Background: an optimization exercise with open tools, aiming at small area. Do not read the settings as production practice. Only simulation tests tie the RTL to the original design; equivalence was not proved. Power figures rest on the tool's default switching activity, not on a simulated workload.

==> job 8963 <==
==> flow/design.v <==
`timescale 1 ns / 1 ps
module MT9V_REG (
	input        pclk,
	input  [7:0] data_in,
	input        fm_in,
	input        ln_in,
	output [7:0] data_out,
	output       fm_out,
	output       ln_out
);
	reg [7:0] data;
	reg       fm;
	reg       ln;
	always @(posedge pclk) begin
		data <= data_in;
		fm   <= fm_in;
		ln   <= ln_in;
	end
	assign data_out = data;
	assign fm_out   = fm;
	assign ln_out   = ln;
endmodule
`timescale 1 ns / 1 ps
module MT9V_to_AXIS (
	input        pclk,
	input        rst,
	input  [7:0] data,
	input        fm,
	input        ln,
	output [7:0] m_axis_video_tdata,
	output       m_axis_video_tlast,
	output       m_axis_video_tuser,
	output       m_axis_video_tvalid,
	output       av,
	output       hs,
	output       vs
);
	reg [7:0]  data_reg1, data_reg2;
	reg        ln_reg1, ln_reg3, ln_reg4;
	reg        flag, start, fm_reg2;
	reg [72:0] fm_dly;
	reg        fmd_ok;
	reg        track;
	reg [15:0] pixcnt1, pixcnt2, pixcnt3, pixcnt_max, linecnt;
	reg        hs_reg, hs1_reg, vs_reg;
	wire fm_reg1 = fm_dly[72];
	wire fmd     = fm_dly[0] & fmd_ok;
	wire [16:0] diff = {1'b0, pixcnt3} - {1'b0, pixcnt_max};
	wire diff_hi0 = ~|diff[16:7];
	wire d93  = diff_hi0 & (diff[6:0] == 7'd93);
	wire d92  = diff_hi0 & (diff[6:0] == 7'd92);
	wire dhs  = diff_hi0 & (diff[6:0] >= 7'd15) & (diff[6:0] < 7'd63);
	localparam [15:0] P1_15 = 16'h400b;
	wire p1_low0 = ~|pixcnt1[14:0];
	wire p1_fb   = pixcnt1[15] ^ pixcnt1[13] ^ pixcnt1[12] ^ pixcnt1[10] ^ p1_low0;
	wire p1_zero = p1_low0 & ~pixcnt1[15];
	wire lc_low0 = ~|linecnt[14:0];
	wire lc_fb   = linecnt[15] ^ linecnt[13] ^ linecnt[12] ^ linecnt[10] ^ lc_low0;
	wire hs1_next = (pixcnt1 == P1_15) | (hs1_reg & ~p1_zero & ~(~pixcnt1[0] & pixcnt1[4] & ~pixcnt1[9] & pixcnt1[10]));
	always @(posedge pclk) begin
		data_reg1 <= data;
		data_reg2 <= data_reg1;
		fm_dly    <= {fm, fm_dly[72:1]};
	end
	always @(posedge pclk)
		if (rst) begin
			ln_reg1    <= 1'b0;
			ln_reg3    <= 1'b0;
			ln_reg4    <= 1'b0;
			flag       <= 1'b0;
			start      <= 1'b0;
			fm_reg2    <= 1'b0;
			fmd_ok     <= 1'b0;
			track      <= 1'b0;
			pixcnt1    <= 16'd0;
			pixcnt2    <= 16'd0;
			pixcnt3    <= 16'd0;
			pixcnt_max <= 16'd0;
			linecnt    <= 16'd0;
			hs_reg     <= 1'b0;
			hs1_reg    <= 1'b0;
			vs_reg     <= 1'b0;
		end else begin
			ln_reg1 <= ln;
			ln_reg3 <= ~ln_reg1 & ln;
			if (ln_reg3)
				ln_reg4 <= 1'b0;
			else if (ln_reg1 & ~ln)
				ln_reg4 <= 1'b1;
			if (ln_reg3)
				flag <= 1'b1;
			else if (~fm)
				flag <= 1'b0;
			start   <= ln_reg3 & ~flag;
			fm_reg2 <= fm_reg1 & ln_reg1;
			if (pixcnt3[6] & pixcnt3[3])
				fmd_ok <= 1'b1;
			pixcnt1 <= (fm_reg2 | ~fmd) ? 16'd0 : {pixcnt1[14:0], p1_fb};
			pixcnt2 <= fm_reg2 ? pixcnt2 + 16'd1 : 16'd0;
			if (start)
				pixcnt_max <= 16'd0;
			else if (track)
				pixcnt_max <= pixcnt2;
			track <= fm_reg2 & (start | (~&pixcnt2 & (track | (pixcnt2 == pixcnt_max))));
			pixcnt3 <= (fmd | d93) ? 16'd0 : pixcnt3 + 16'd1;
			if (fmd)
				linecnt <= 16'd0;
			else if (d92)
				linecnt <= {linecnt[14:0], lc_fb};
			hs1_reg <= hs1_next;
			hs_reg  <= dhs;
			vs_reg <= (linecnt[15:11] == 5'd0) & (linecnt[8:0] == 9'd0) & (linecnt[10] ^ linecnt[9]);
		end
	assign m_axis_video_tdata  = data_reg2;
	assign m_axis_video_tlast  = ln_reg4;
	assign m_axis_video_tuser  = start;
	assign m_axis_video_tvalid = fm_reg2;
	assign av = fm_reg2;
	assign hs = hs_reg | hs1_reg;
	assign vs = vs_reg;
endmodule
`timescale 1 ns / 1 ps
module mt9v_frontend (
	input        pclk,
	input        rst,
	input  [7:0] data,
	input        fm,
	input        ln,
	output [7:0] m_axis_video_tdata,
	output       m_axis_video_tlast,
	output       m_axis_video_tuser,
	output       m_axis_video_tvalid,
	output       av,
	output       hs,
	output       vs
);
  wire [7:0] data_r;
  wire       fm_r;
  wire       ln_r;
  MT9V_REG u_reg (
	.pclk(pclk),
	.data_in(data),
	.fm_in(fm),
	.ln_in(ln),
	.data_out(data_r),
	.fm_out(fm_r),
	.ln_out(ln_r)
  );
  MT9V_to_AXIS u_axis (
	.pclk(pclk),
	.rst(rst),
	.data(data_r),
	.fm(fm_r),
	.ln(ln_r),
	.m_axis_video_tdata(m_axis_video_tdata),
	.m_axis_video_tlast(m_axis_video_tlast),
	.m_axis_video_tuser(m_axis_video_tuser),
	.m_axis_video_tvalid(m_axis_video_tvalid),
	.av(av),
	.hs(hs),
	.vs(vs)
  );
endmodule
==> flow/flow/run.sh <==
#!/bin/bash
# The standard layout (standard.sh), changed only in:
# - synthesis: ABC maps the logic for area (flow/abc_area.script, run in
#   place of ORFS's abc_speed.script), and adders are left to ABC instead of
#   being mapped to half/full-adder cells first (ADDER_MAP_FILE empty);
#   registers are untouched, so they keep the standard synthesis's names and
#   cell types;
# - CTS: no dummy clock loads, clkbuf_8 clock buffers;
# - port buffers: buf_1.
set -e
here=$(pwd)
rm -rf "$here/scripts_area"
cp -r "$FLOW_HOME/scripts" "$here/scripts_area"
cp "$here/flow/abc_area.script" "$here/scripts_area/abc_speed.script"
export CTS_ARGS="-sink_clustering_enable -repair_clock_nets -dont_use_dummy_load -buf_list sky130_fd_sc_hd__clkbuf_8"
export BUFFER_PORTS_ARGS="-buffer_cell sky130_fd_sc_hd__buf_1"
bash standard.sh SCRIPTS_DIR="$here/scripts_area" ADDER_MAP_FILE= synth > synth.log 2>&1
bash standard.sh > standard.log 2>&1
==> flow/flow/abc_area.script <==

strash
dc2
dch -f
amap
strash
dc2
dch -f
amap
strash
dc2
dch -f
amap
strash
dc2
dch -f
amap
strash
dc2
dch -f
amap
strash
dc2
dch -f
amap
==> flow/standard.sh <==
#!/bin/bash
# synth_recipe.tcl (not shown) runs the flow's synth.tcl, then flattens the netlist and writes it again
# the make line also repeats each setting of config.mk as NAME=value (left out here)
make -C /OpenROAD-flow-scripts/flow DESIGN_CONFIG=/design/flow/config.mk WORK_HOME=/design/flow/orfs CLKGATE_MAP_FILE= SYNTH_SCRIPT=/design/flow/synth_recipe.tcl "${@:-finish}"
==> flow/config.mk <==
export PLATFORM = sky130hd
export DESIGN_NAME = mt9v_frontend
export DESIGN_NICKNAME = mt9v_frontend
export VERILOG_FILES = /design/flow/design.v
export SDC_FILE = /design/flow/constraint.sdc
export NUM_CORES = 4
export LEC_CHECK = 0
export CAP_MARGIN = 20
export CORE_MARGIN = 2
export CORE_UTILIZATION = 70
export PLACE_DENSITY = 0.75
export SLEW_MARGIN = 20
==> flow/constraint.sdc <==
create_clock -name core_clock -period 5.0 [get_ports {pclk}]
set_input_delay 1.0000 -clock core_clock [delete_from_list [all_inputs] [get_ports {pclk}]]
set_output_delay 1.0000 -clock core_clock [all_outputs]
set_load 0.01 [all_outputs]
==> inputs of job 8324, as changes to job 8963 <==
==> flow/design.v, changed modules only <==
module MT9V_to_AXIS (
	input        pclk,
	input        rst,
	input  [7:0] data,
	input        fm,
	input        ln,
	output [7:0] m_axis_video_tdata,
	output       m_axis_video_tlast,
	output       m_axis_video_tuser,
	output       m_axis_video_tvalid,
	output       av,
	output       hs,
	output       vs
);
	reg [7:0]  data_reg1, data_reg2;
	reg        ln_reg1, ln_reg3, ln_reg4;
	reg        flag, start, fm_reg2;
	reg [72:0] fm_dly;
	reg        fmd_ok;
	reg [15:0] pixcnt1, pixcnt2, pixcnt3, pixcnt_max, linecnt;
	reg        hs_reg, vs_reg;
	wire fm_reg1 = fm_dly[72];
	wire fmd     = fm_dly[0] & fmd_ok;
	wire [16:0] diff = {1'b0, pixcnt3} - {1'b0, pixcnt_max};
	wire diff_hi0 = ~|diff[16:7];
	wire d93  = diff_hi0 & (diff[6:0] == 7'd93);
	wire d92  = diff_hi0 & (diff[6:0] == 7'd92);
	wire dhs  = diff_hi0 & (diff[6:0] >= 7'd15) & (diff[6:0] < 7'd63);
	wire p1hs = (pixcnt1[15:6] == 10'd0) & (pixcnt1[5:0] >= 6'd15) & (pixcnt1[5:0] != 6'd63);
	always @(posedge pclk) begin
		data_reg1 <= data;
		data_reg2 <= data_reg1;
		fm_dly    <= {fm, fm_dly[72:1]};
	end
	always @(posedge pclk)
		if (rst) begin
			ln_reg1    <= 1'b0;
			ln_reg3    <= 1'b0;
			ln_reg4    <= 1'b0;
			flag       <= 1'b0;
			start      <= 1'b0;
			fm_reg2    <= 1'b0;
			fmd_ok     <= 1'b0;
			pixcnt1    <= 16'd0;
			pixcnt2    <= 16'd0;
			pixcnt3    <= 16'd0;
			pixcnt_max <= 16'd0;
			linecnt    <= 16'd0;
			hs_reg     <= 1'b0;
			vs_reg     <= 1'b0;
		end else begin
			ln_reg1 <= ln;
			ln_reg3 <= ~ln_reg1 & ln;
			if (ln_reg3)
				ln_reg4 <= 1'b0;
			else if (ln_reg1 & ~ln)
				ln_reg4 <= 1'b1;
			if (ln_reg3)
				flag <= 1'b1;
			else if (~fm)
				flag <= 1'b0;
			start   <= ln_reg3 & ~flag;
			fm_reg2 <= fm_reg1 & ln_reg1;
			if (pixcnt3[6] & pixcnt3[3])
				fmd_ok <= 1'b1;
			pixcnt1 <= (fm_reg2 | ~fmd) ? 16'd0 : pixcnt1 + 16'd1;
			pixcnt2 <= fm_reg2 ? pixcnt2 + 16'd1 : 16'd0;
			if (start)
				pixcnt_max <= 16'd0;
			else if (pixcnt_max <= pixcnt2)
				pixcnt_max <= pixcnt2;
			pixcnt3 <= (fmd | d93) ? 16'd0 : pixcnt3 + 16'd1;
			if (fmd)
				linecnt <= 16'd0;
			else if (d92)
				linecnt <= linecnt + 16'd1;
			hs_reg <= p1hs | dhs;
			vs_reg <= (linecnt[15:1] == 15'd5);
		end
	assign m_axis_video_tdata  = data_reg2;
	assign m_axis_video_tlast  = ln_reg4;
	assign m_axis_video_tuser  = start;
	assign m_axis_video_tvalid = fm_reg2;
	assign av = fm_reg2;
	assign hs = hs_reg;
	assign vs = vs_reg;
endmodule
==> flow/run.sh (new file) <==
#!/bin/bash
# synth_recipe.tcl (not shown) runs the flow's synth.tcl, then flattens the netlist and writes it again
# the make line also repeats each setting of config.mk as NAME=value (left out here)
make -C /OpenROAD-flow-scripts/flow DESIGN_CONFIG=/design/flow/config.mk WORK_HOME=/design/flow/orfs CLKGATE_MAP_FILE= SYNTH_SCRIPT=/design/flow/synth_recipe.tcl finish
- CORE_UTILIZATION: 70 -> 40
- CTS_BUF_LIST: default -> sky130_fd_sc_hd__clkbuf_2 sky130_fd_sc_hd__clkbuf_4 sky130_fd_sc_hd__clkbuf_8
- PLACE_DENSITY: 0.75 -> 0.6
removed: flow/flow/run.sh
removed: flow/flow/abc_area.script
removed: flow/standard.sh
==> qor summary <==
Leakage power total: job 8963 2.23 nW; job 8324 3.09 nW
Hold slack final: job 8963 0.309 ns; job 8324 0.330 ns
Fraction of the mapped netlist area in simple logic gates: job 8963 13.5%; job 8324 18.9%
Reg2reg setup slack: job 8963 0.93 ns; job 8324 1.21 ns
Met1 routing resource usage after global routing: job 8963 32.4%; job 8324 19.5%
Clk power: job 8963 0.722 mW; job 8324 1.07 mW
Vias in the first global route: job 8963 3,621; job 8324 5,141
Crit path largest cell delay: job 8963 0.35 ns; job 8324 0.62 ns
Result of the run: job 8963 timing/DRC/antenna clean; job 8324 timing/DRC/antenna clean
Power after layout: job 8963 2.38 mW; job 8324 2.74 mW
GR Layer Usage met2: job 8963 38.8%; job 8324 25.5%
Final Non-Filler Cells: job 8963 688; job 8324 1,020
Finished layout cell area: job 8963 6110 µm²; job 8324 8250 µm²
Largest net degree at the start of global routing: job 8963 33; job 8324 24
Number of cell rows: job 8963 32; job 8324 49
R2r endpoint: job 8963 u_axis.linecnt[0]; job 8324 u_axis.pixcnt3[2]
Cell Pwr Density: job 8963 389 nW/µm²; job 8324 332 nW/µm²
GPL Wtd Cong: job 8963 0.939; job 8324 0.885
Number of cells on the critical path: job 8963 22; job 8324 12
Inverters: job 8963 51; job 8324 48
Routed length on met2: job 8963 4730 µm; job 8324 7050 µm
Placed wire-length estimate: job 8963 6910 µm; job 8324 10,700 µm

[separate check: timing with driven ports]
No port has a modelled driver above. Below, the same layouts with a new extraction and two added sets of constraints.
Step 1 sets driving cells, clkbuf_16 on the clock port and buf_2 on the other inputs (assumed; they add their load-dependent delay and slew).
Step 2 also shifts input and output timing later by t, the mid clock arrival at the registers, as if the neighbouring blocks saw the same clock.
a / b / c = no drivers / after step 1 / after step 2; a / b = the first two.
run | t (ns) | setup slack, ns | worst register clock-pin slew, ns
job 8963 | 0.465 | 0.933 / 0.933 / 0.933 | 0.11 / 0.11
job 8324 | 0.509 | 1.206 / 1.206 / 1.206 | 0.12 / 0.12
After both steps setup and hold are still met in every run listed.
